Background: an optimization exercise with open tools, aiming at small area. Do not read the settings as production practice. The RTL was checked by simulation tests, not by an equivalence proof against the original design. Power is estimated from default activity; no workload was simulated.

==> 05-23 <==
// Systolic_Array
module Systolic_Array #(parameter data_width=8) (
  input  logic                      i_clk     , i_rst,
  input  logic [data_width-1:0]     i_Cell_A1 , i_Cell_A4,i_Cell_A7,
  input  logic [data_width-1:0]     i_Cell_B1 , i_Cell_B2,i_Cell_B3,
  output logic [(data_width*2):0]   o_cell_1  , o_cell_2 , o_cell_3 , o_cell_4 , o_cell_5, o_cell_6 , o_cell_7, o_cell_8, o_cell_9
);
export LEC_CHECK = 0
export CAP_MARGIN = 20
export CORE_MARGIN = 2
export CORE_UTILIZATION = 65
export CTS_BUF_LIST = sky130_fd_sc_hd__clkbuf_2 sky130_fd_sc_hd__clkbuf_4 sky130_fd_sc_hd__clkbuf_8
export SLEW_MARGIN = 20
create_clock -name core_clock -period 5.2 [get_ports {i_clk}]
standard.sh (not shown) runs the stock make flow with config.mk's settings and CLKGATE_MAP_FILE= SYNTH_SCRIPT=/design/flow/synth_recipe.tcl, a recipe that flattens the netlist after the stock synthesis.
==> flow/flow/run.sh <==
#!/bin/bash
# Layout flow: the standard ORFS flow, with two changes:
#  - synthesis maps the design's SA_* gate modules one-to-one onto library cells
#    (flow/gatemap.tcl, run as ORFS's SYNTH_CANONICALIZE_TCL hook);
#  - ports are buffered with sky130_fd_sc_hd__buf_1.
# Each ORFS step writes its full log under orfs/logs/; make's own output goes to flow_make.log.
set -euo pipefail
W=$(pwd)
bash standard.sh \
  "SYNTH_CANONICALIZE_TCL=$W/flow/gatemap.tcl" \
  "BUFFER_PORTS_ARGS=-buffer_cell sky130_fd_sc_hd__buf_1" \
  finish > "$W/flow_make.log" 2>&1
==> flow/flow/gatemap.tcl <==
# Map the design's gate modules (SA_*) one-to-one onto library cells of the same function.
foreach {m c} {
  SA_FA    sky130_fd_sc_hd__fa_1
  SA_HA    sky130_fd_sc_hd__ha_1
  SA_NOR2  sky130_fd_sc_hd__nor2_1
  SA_NAND2 sky130_fd_sc_hd__nand2_1
  SA_AOI21 sky130_fd_sc_hd__a21oi_1
  SA_OAI21 sky130_fd_sc_hd__o21ai_0
  SA_XOR2  sky130_fd_sc_hd__xor2_1
  SA_XNOR2 sky130_fd_sc_hd__xnor2_1
  SA_NOR2B sky130_fd_sc_hd__nor2b_1
  SA_INV   sky130_fd_sc_hd__inv_1
} {
  chtype -map $m $c
  delete $m
}
hierarchy -check -top $::env(DESIGN_NAME)
==> 12-09: changes against 05-23 <==
==> flow/flow/run.sh (replaced) <==
#!/bin/bash
# Layout flow: the standard ORFS flow, with these changes:
#  - synthesis maps the design's SA_* gate modules one-to-one onto library cells
#    (flow/gatemap.tcl, run as ORFS's SYNTH_CANONICALIZE_TCL hook);
#  - ports are buffered with sky130_fd_sc_hd__buf_1;
#  - clock tree: clkbuf_4 buffers, larger sink clusters, no dummy loads.
# Each ORFS step writes its full log under orfs/logs/; make's own output goes to flow_make.log.
set -euo pipefail
W=$(pwd)
bash standard.sh \
  "SYNTH_CANONICALIZE_TCL=$W/flow/gatemap.tcl" \
  "BUFFER_PORTS_ARGS=-buffer_cell sky130_fd_sc_hd__buf_1" \
  "CTS_ARGS=-sink_clustering_enable -repair_clock_nets -buf_list sky130_fd_sc_hd__clkbuf_4 -sink_clustering_size 10 -sink_clustering_max_diameter 50 -dont_use_dummy_load" \
  finish > "$W/flow_make.log" 2>&1
--- a/flow/config.mk
+++ b/flow/config.mk
@@ -8,5 +8,5 @@
 export CAP_MARGIN = 20
 export CORE_MARGIN = 2
-export CORE_UTILIZATION = 65
-export CTS_BUF_LIST = sky130_fd_sc_hd__clkbuf_2 sky130_fd_sc_hd__clkbuf_4 sky130_fd_sc_hd__clkbuf_8
+export CORE_UTILIZATION = 70
+export GPL_TIMING_DRIVEN = 0
 export SLEW_MARGIN = 20
==> 04-12: changes against 05-23 <==
==> flow/flow/run.sh (replaced) <==
#!/bin/bash
# Layout flow: the standard ORFS flow (standard.sh), with these changes:
#  - synthesis maps the design's SA_* gate modules one-to-one onto library cells
#    (flow/gatemap.tcl, run as ORFS's SYNTH_CANONICALIZE_TCL hook);
#  - ports are buffered with sky130_fd_sc_hd__buf_1;
#  - clock tree: clkbuf_4 buffers, sink clusters of up to CLUSTER sinks, no dummy loads;
#  - the largest buffers and inverters are added to the platform's don't-use list, so that
#    repair builds the reset tree from smaller buffers.
# Each ORFS step writes its full log under orfs/logs/; make's own output goes to flow_make.log.
set -euo pipefail
W=$(pwd)
CLUSTER=10
DIAMETER=50
PLAT_DU=$(make -s -C "$FLOW_HOME" DESIGN_CONFIG="$W/config.mk" WORK_HOME="$W/orfs" print-DONT_USE_CELLS | sed -n 's/^DONT_USE_CELLS: //p')
EXTRA_DU="sky130_fd_sc_hd__buf_8 sky130_fd_sc_hd__buf_12 sky130_fd_sc_hd__buf_16 sky130_fd_sc_hd__bufbuf_8 sky130_fd_sc_hd__bufbuf_16 sky130_fd_sc_hd__bufinv_8 sky130_fd_sc_hd__bufinv_16 sky130_fd_sc_hd__inv_12 sky130_fd_sc_hd__inv_16 sky130_fd_sc_hd__clkinv_16 sky130_fd_sc_hd__clkbuf_16"
bash standard.sh \
  "SYNTH_CANONICALIZE_TCL=$W/flow/gatemap.tcl" \
  "BUFFER_PORTS_ARGS=-buffer_cell sky130_fd_sc_hd__buf_1" \
  "CTS_ARGS=-sink_clustering_enable -repair_clock_nets -buf_list sky130_fd_sc_hd__clkbuf_4 -sink_clustering_size $CLUSTER -sink_clustering_max_diameter $DIAMETER -dont_use_dummy_load" \
  "DONT_USE_CELLS=$PLAT_DU $EXTRA_DU" \
  finish > "$W/flow_make.log" 2>&1
--- a/flow/config.mk
+++ b/flow/config.mk
@@ -8,5 +8,5 @@
 export CAP_MARGIN = 20
 export CORE_MARGIN = 2
-export CORE_UTILIZATION = 65
-export CTS_BUF_LIST = sky130_fd_sc_hd__clkbuf_2 sky130_fd_sc_hd__clkbuf_4 sky130_fd_sc_hd__clkbuf_8
+export CORE_UTILIZATION = 85
+export GPL_TIMING_DRIVEN = 0
 export SLEW_MARGIN = 20
==> 04-18: changes against 05-23 <==
--- a/flow/config.mk
+++ b/flow/config.mk
@@ -8,5 +8,4 @@
 export CAP_MARGIN = 20
 export CORE_MARGIN = 2
-export CORE_UTILIZATION = 65
-export CTS_BUF_LIST = sky130_fd_sc_hd__clkbuf_2 sky130_fd_sc_hd__clkbuf_4 sky130_fd_sc_hd__clkbuf_8
+export CORE_UTILIZATION = 55
 export SLEW_MARGIN = 20
==> implementation parameters <==
Parameter                              Value

Clocking
  Post-CTS Resized ... 0

Finish
  Post-layout util ... 0.6488
  Largest cell class by area ... multi-input gates
  Proportion of layout cells with a drive suffix above 1 ... 0.1363

Pwr
  Post-layout total power ... 19.76 mW
  Sequential share of power ... 0.188

Global routing
  Met3 Usage GRT ... 0.04043

Worst hold path
  Worst min path class ... register to register

Run status
  Run status ... finished clean

Worst setup path
  Launching element of the worst setup path ... PE4.o_right_n[0]$_DFF_PP1_
  WP data required ... 5660 ps
  Most used cell along the critical path ... a21oi_1

Job
  Count of maximum capacitance violations ... 0
The numbers above come from 04-18.

==> implementation parameters <==
Parameter                              Value

Run status
  Run status ... aborted with a tool error
  Stage where the flow stopped ... global routing
  Run Error ... [ERROR GRT-0228] Horizontal edge usage exceeds the maximum allowed. (11, 15) usage=65535 limit=3200

Logic synthesis
  Post-synth top area share ... 0.4199
  Area fraction in and, or, nand and nor cells after synthesis ... 0.1328
  Sequential area share after synthesis ... 0.2902
  Largest family of logic cells by synthesized area ... adder cells
  Yosys warnings ... 2
  Top cells by area in the synthesized netlist ... fa_1, dfrtp_1, dfstp_2
  Most frequent cell after synthesis ... nor2_1
  Count of state elements after synthesis ... roughly 250

Place
  Place WS ... -727.9 ps
  DP Wirelength ... 44680 um

STA
  Worst-slack endpoint at the end of global-route timing repair ... PE6.o_Cell_Value[16]$_DFF_PP0_/D
  Worst endpoint kind after the last repair ... register data pin

Clocking
  Number of buffers inserted by hold repair at cts ... 0
  Post-CTS Resized ... 17

Die
  Number of placement rows ... 58

Global routing
  Antenna violations before repair ... 10
The numbers above come from 04-12.

==> implementation parameters <==
Parameter                              Value

Finish
  Largest cell class by area ... multi-input gates
  Proportion of layout cells with a drive suffix above 1 ... 0.09645

Clocking
  Post-CTS Resized ... 0
  CTS tree ... done

Logic synthesis
  Adder-cell area share of the yosys netlist ... 0.4971

Global routing
  Met3 Usage GRT ... 0.05704
  Maximum number of pins on one net before global-route repair ... 36

Worst setup path
  Most used cell along the critical path ... a21oi_1
  Launching element of the worst setup path ... i_Cell_B1[2]

Worst hold path
  Worst min path class ... primary input to asynchronous set/reset pin

Pwr
  Post-layout total power ... 17.26 mW

Run status
  Run status ... finished clean
The numbers above come from 12-09.

==> implementation parameters <==
Parameter                              Value

Finish
  Largest cell class by area ... multi-input gates
  Proportion of layout cells with a drive suffix above 1 ... 0.1443
  Post-layout util ... 0.7595

Job
  Count of maximum capacitance violations ... 0

Pwr
  Post-layout total power ... 19.34 mW
  Sequential share of power ... 0.192

Worst setup path
  Most used cell along the critical path ... a21oi_1
  WP data required ... between 5000 and 6000 ps
  Launching element of the worst setup path ... PE4.o_right_n[0]$_DFF_PP1_

Clocking
  Post-CTS Resized ... 0

Worst hold path
  Worst min path class ... register to register

Run status
  Run status ... finished clean
The numbers above come from 05-23.

==> afterwards: timing with drivers on the ports <==
The results above use ideal ports. As a check the final layouts listed here were re-extracted and re-timed, cells and wires unchanged.
Step 1 (the two cells are an assumption about what drives the block):
set clk [get_ports {i_clk}]
set_driving_cell -lib_cell sky130_fd_sc_hd__clkbuf_16 $clk
set_driving_cell -lib_cell sky130_fd_sc_hd__buf_2 [delete_from_list [all_inputs] $clk]
Step 2 moves the port delays by t, midway between the first and last clock arrival at a register: inputs arrive t later, outputs are due t later. That takes back most of the time a late clock gives input paths.
Slacks: ideal ports / drivers / drivers and shift; pairs: ideal ports / drivers.
run	t (ns)	slack for setup (ns)	worst data-port slew with drivers (ns)
05-23	0.637	0.321 / 0.321 / -0.252	0.03
12-09	0.702	0.246 / 0.276 / -0.426	0.04
04-18	0.629	0.356 / 0.356 / -0.235	0.04
With both steps, setup timing fails in every run listed, where it was met with ideal ports. For 12-09, which loses most, drivers alone change the setup slack by +0.030 ns; drivers and shift together by -0.672 ns.
